Background: an optimization exercise with open tools, aiming at small area. Do not read the settings as production practice.
In this exercise RTL edits were held to simulation tests only and were not proved equivalent to the original.
The flow treats the clock pin as an ideal source. Dropping or thinning the clock tree relies on that and would not hold on a real chip.
Power figures rest on the tool's default switching activity, not on a simulated workload.

==> module Top, before the edit <==
module Top(
    clk, rst_switch, play_switch, signal_out1, signal_out2, signal_out3, LED, LED_state, mode4_handout_count, LED_switch
);
    input clk, rst_switch, play_switch;
    output [4-1:0] signal_out1, signal_out2, signal_out3;
    output [4-1:0] LED;
    output [5-1:0] LED_state;
    output [3-1:0] mode4_handout_count;
    output LED_switch;
    assign LED_switch = play_switch;
    localparam [2:0] I_DS = 3'b100;
    reg [2:0] ds_q;
    wire [2:0] ds = ds_q ^ I_DS;
    wire rst = ds[2] & ~ds[1];
    wire [2:0] ds_n;
    assign ds_n[2] = (rst_switch & ds[1] & ~ds[0]) | (rst_switch & ds[2] & ds[0]) | (~rst_switch & ds[2] & ds[1] & ~ds[0]);
    assign ds_n[1] = rst_switch & (ds[0] | (ds[1] & ~ds[2]));
    assign ds_n[0] = rst_switch & (ds[2] | ~ds[1]);
    always @(posedge clk)
        ds_q <= ds_n ^ I_DS;
    localparam [1:0] I_RND = 2'b10;
    localparam [2:0] I_Q5 = 3'b000;
    reg [1:0] rnd_q;
    reg [2:0] q5_q;
    wire [1:0] rnd = rnd_q ^ I_RND;
    wire [2:0] q5 = q5_q ^ I_Q5;
    always @(posedge clk) begin
        if (rst) begin
            rnd_q <= 2'd0 ^ I_RND;
            q5_q <= 3'b100 ^ I_Q5;
        end else begin
            rnd_q <= (rnd + 2'd1) ^ I_RND;
            q5_q <= {q5[1:0], ~(q5[1] & (q5[2] | ~q5[0]))} ^ I_Q5;
        end
    end
    wire tick = ~rnd[1] & rnd[0] & q5[1] & ~q5[0];
    reg [4:0] state;
    wire [1:0] mode = state[4:3];
    wire P2 = state[2], P1 = state[1], P0 = state[0];
    wire ph_wait = ~(P2 | P1 | P0);
    wire ph_open = P0 & ~P1;
    wire ph_close = P2;
    wire m2 = ~mode[1] & mode[0];
    wire m3 = mode[1] & ~mode[0];
    wire m4 = mode[1] & mode[0];
    localparam [9:0] PZERO = 10'd2;
    localparam [9:0] PSEED = 10'd4;
    localparam [9:0] PLAST = 10'd520;        
    localparam [9:0] I_PRE = 10'b0010101010;
    reg [9:0] pre_q;
    wire [9:0] pre = pre_q ^ I_PRE;
    localparam [3:0] I_CNT = 4'b0000;
    reg [3:0] cnt_q;    
    wire [3:0] cnt = cnt_q ^ I_CNT;
    localparam [2:0] I_HC = 3'b000;
    reg [2:0] hcnt_q;   
    wire [2:0] hcnt = hcnt_q ^ I_HC;
    wire swon = ~play_switch;
    wire wrap = (((pre ^ PLAST) & 10'b0111110111) == 10'd0);    
    wire s0 = (((pre ^ PSEED) & 10'b0111111011) == 10'd0);      
    wire t0 = (((pre ^ PZERO) & 10'b1011111101) == 10'd0);      
    wire done = P1 ? (cnt[1] & (m2 ? cnt[3] : cnt[2]))
                   : (cnt[1] & cnt[0] & (~m2 | P2 | (cnt[3] & cnt[2])));
    wire h_ne3 = ~(hcnt[1] & hcnt[0]);
    wire h_ne0 = hcnt[1] | hcnt[0];
    reg [2:0] np;
    always @(*) begin
        np[2] = P2 ? ~done
              : P1 ? (P0 & done & ~(m4 & ~hcnt[2]))
              : (P0 & done & m3 & h_ne3);
        np[1] = P1 ? (~(P0 & done) | (m4 & ~hcnt[2]))
              : (ph_open & done & ~(m3 & h_ne3));
        np[0] = P1 ? (P0 ^ done)
              : P2 ? (done & m3 & h_ne0)
              : P0 ? ~done
              : swon;
    end
    wire take = ph_wait & swon;
    wire clear = ph_wait | done;
    always @(posedge clk) begin
        pre_q <= (clear ? PZERO : wrap ? PSEED : {pre[8:0], pre[9] ^ pre[2]}) ^ I_PRE;
        cnt_q <= (clear ? 4'd0 : wrap ? cnt + 4'd1 : cnt) ^ I_CNT;
    end
    wire hinc = done & ((P1 & ~P0 & m4) | (ph_open & m3));
    wire [2:0] hcnt_n = (ph_close & mode[0]) ? 3'd0
                      : hinc ? {hcnt[2] | (mode[0] & hcnt[1] & hcnt[0]), hcnt[1:0] + 2'd1}
                      : hcnt;
    always @(posedge clk) begin
        if (rst) begin
            state <= 5'd0;
            hcnt_q <= 3'd0 ^ I_HC;
        end else begin
            state[2:0] <= np;
            if (take)
                state[4:3] <= rnd;
            hcnt_q <= hcnt_n ^ I_HC;
        end
    end
    assign LED_state = state;
    assign mode4_handout_count = {hcnt[2], hcnt[1:0] & {2{mode[0]}}};
    assign LED = {~mode[1] & ~mode[0], m2, m3, m4};
    wire lid_over = (cnt[3] | cnt[2] | (cnt[1] & cnt[0] & ~s0));
    wire hand_over = (cnt[3] | (cnt[2] & cnt[1] & (cnt[0] | ~s0)));
    wire en_lid = ~t0 & ~P1 & ~lid_over;
    wire en_hand = ~t0 & P1 & ~hand_over;
    wire fwd = P0;
    localparam [6:0] I_DRV = 7'b1100000;     
    reg vl_q, vh_q, el_q, eh_q, d_q;
    reg [1:0] p_q;
    wire vl = vl_q ^ I_DRV[6], vh = vh_q ^ I_DRV[5], el = el_q ^ I_DRV[4], eh = eh_q ^ I_DRV[3];
    wire d = d_q ^ I_DRV[2];
    wire [1:0] p = p_q ^ I_DRV[1:0];
    always @(posedge clk) begin
        if (rst) begin
            vl_q <= I_DRV[6];
            vh_q <= I_DRV[5];
            el_q <= I_DRV[4];
            eh_q <= I_DRV[3];
        end else if (tick) begin
            vl_q <= el ^ I_DRV[6];
            vh_q <= eh ^ I_DRV[5];
            el_q <= en_lid ^ I_DRV[4];
            eh_q <= en_hand ^ I_DRV[3];
        end
    end
    wire cont = el ? vl : vh;
    always @(posedge clk) begin
        if (tick) begin
            p_q <= {cont & (p[1] ^ p[0] ^ ~d), cont & ~p[0]} ^ I_DRV[1:0];
            d_q <= fwd ^ I_DRV[2];
        end
    end
    wire [3:0] onehot = {p[1] & p[0], p[1] & ~p[0], ~p[1] & p[0], ~p[1] & ~p[0]};
    assign signal_out1 = onehot & {4{vl}};
    assign signal_out2 = onehot & {4{vh}};
    assign signal_out3 = signal_out1;
endmodule  
clock: 10.0 ns
lec_check: 0
cap_margin: 20
core_margin: 2
core_utilization: 40
slew_margin: 20
standard.sh (not shown) runs the stock make flow with config.mk's settings and CLKGATE_MAP_FILE= SYNTH_SCRIPT=/design/flow/synth_recipe.tcl, a recipe that flattens the netlist after the stock synthesis.
==> flow/flow/run.sh <==
#!/bin/bash
# Standard ORFS layout with three changes:
# - after the standard synthesis, the combinational logic is re-mapped for
#   area by yosys/abc (registers untouched: same cells and names); eight abc
#   runs with different seeds, then four more from the best of them, and the smallest netlist that abc's cec
#   proves equal to the standard netlist (registers cut into ports) is used (else the standard netlist);
# - the port buffers are the smallest buffer (buf_1);
# - the clock tree is two clkbuf_8 fed from the clock port (cts_hook.tcl).
# Each tool's output goes to its own log file in this folder.
set -euo pipefail
HERE=$(pwd)
RES=$HERE/orfs/results/$FLOW_PLATFORM/Top/base
YOSYS=yosys
ABC=yosys-abc
[ -x "$FLOW_HOME/../tools/install/yosys/bin/yosys" ] && YOSYS=$FLOW_HOME/../tools/install/yosys/bin/yosys
[ -x "$FLOW_HOME/../tools/install/yosys/bin/yosys-abc" ] && ABC=$FLOW_HOME/../tools/install/yosys/bin/yosys-abc
LIB=$FLOW_HOME/platforms/$FLOW_PLATFORM/lib/sky130_fd_sc_hd__tt_025C_1v80.lib

bash standard.sh synth > synth.log 2>&1

# resynth_one SEED START: re-map netlist START with abc seed SEED into
# resynth/sSEED; keep its area if the result is proven equal to the
# standard netlist.
resynth_one() {
  local d=resynth/s$1
  mkdir -p $d
  cp $2 $d/start.v
  cp $RES/1_2_yosys.v $d/in.v
  cp $LIB $d/lib.lib
  cp flow/resynth.ys flow/equiv.sh flow/aig.ys flow/cut_ffs.py $d/
  printf 'strash\n&get -n\n&st\n&deepsyn -T 30 -S %s\n&put\nstrash\n&get -n\n&dch\n&nf -R 1000 -p -F 10 -A 10 -C 32\n&put\n' $(( $1 % 100 )) > $d/abc.script
  if (cd $d && $YOSYS -s resynth.ys > resynth.log 2>&1 && bash equiv.sh $YOSYS $ABC > equiv.log 2>&1) \
     && ! grep -q '^ *assign .*[&|^~]' $d/out.v; then
    grep 'Chip area for top' $d/resynth_stat.txt | awk '{print $NF}' > $d/area.txt
  fi
  rm -f $d/lib.lib
}
# pick_best SEEDS...: sets best/barea to the smallest proven result
pick_best() {
  for s in "$@"; do
    f=resynth/s$s/area.txt
    [ -s $f ] || continue
    a=$(cat $f)
    if [ -z "$barea" ] || awk -v a=$a -v b=$barea 'BEGIN{exit !(a<b)}'; then best=$s; barea=$a; fi
  done
}
mkdir -p resynth
cp $RES/1_2_yosys.v resynth/standard.v
best=""; barea=""
for s in 1 2 3 4; do resynth_one $s resynth/standard.v & done
wait
for s in 5 6 7 8; do resynth_one $s resynth/standard.v & done
wait
pick_best 1 2 3 4 5 6 7 8
if [ -n "$best" ]; then
  cp resynth/s$best/out.v resynth/round1.v
  for s in 11 12 13 14; do resynth_one $s resynth/round1.v & done
  wait
  pick_best 11 12 13 14
fi
if [ -n "$best" ]; then
  cp resynth/s$best/out.v $RES/1_2_yosys.v
  touch $RES/1_2_yosys.v
  echo "resynth: used seed $best, area $barea" > resynth/status.txt
else
  echo "resynth: failed, standard netlist kept" > resynth/status.txt
fi

bash standard.sh BUFFER_PORTS_ARGS="-buffer_cell sky130_fd_sc_hd__buf_1" \
  PRE_CTS_TCL=$HERE/flow/cts_hook.tcl finish > standard.log 2>&1
Other scripts of this flow, unchanged in this note and not shown: flow/flow/aig.ys, flow/flow/cts_hook.tcl, flow/flow/cut_ffs.py, flow/flow/equiv.sh, flow/flow/resynth.ys
Change:
--- a/flow/design.v
+++ b/flow/design.v
@@ -105,7 +105,7 @@
     wire en_lid = ~t0 & ~P1 & ~lid_over;
     wire en_hand = ~t0 & P1 & ~hand_over;
     wire fwd = P0;
-    localparam [6:0] I_DRV = 7'b1100000;     
+    localparam [6:0] I_DRV = 7'b0000000;     
     reg vl_q, vh_q, el_q, eh_q, d_q;
     reg [1:0] p_q;
     wire vl = vl_q ^ I_DRV[6], vh = vh_q ^ I_DRV[5], el = el_q ^ I_DRV[4], eh = eh_q ^ I_DRV[3];
Worst setup slack gets worse by 28 ps; area after synthesis is higher by 0.98%; die area is higher by 0.92%; total power is lower by 7.6%; routed wire length is lower by 1.1%; combinational power is lower by 18%; sequential cell count is unchanged; sequential power is lower by about 2%; maximum frequency is lower by 0.66%; global-route usage hardly moves; critical path depth stays the same; register-to-register slack gets worse by 120 ps; sequential share of layout area is lower by 0.42 points; via count is lower by 1.5%.
In every run of this note, the design's own scripts or RTL, not TritonCTS, make the clock network.

-- static timing again, ports no longer ideal --
In the flow no input, the clock included, has a driving cell. The finished layouts below were timed again as built, in two steps.
Step 1: set_driving_cell puts a clkbuf_16 on clk and a buf_2 on each other input, an assumption about the parent block.
Step 2 moves the port delays by t, midway between the first and last clock arrival at a register: inputs arrive t later, outputs are due t later. That takes back most of the time a late clock gives input paths.
Slacks: ideal ports / drivers / drivers and shift; pairs: ideal ports / drivers.
run	shift t [ns]	slack for setup (ns)	latest minus earliest clock arrival (ns)	pins driven straight from the clock port
the first run	0.194	5.760 / 5.733 / 5.733	0.012 / 0.012	2
the second run	0.191	5.732 / 5.707 / 5.707	0.006 / 0.006	2
After both steps setup and hold are still met in every run listed. For the first run, which loses most, drivers alone change the setup slack by -0.027 ns; drivers and shift together by -0.027 ns.
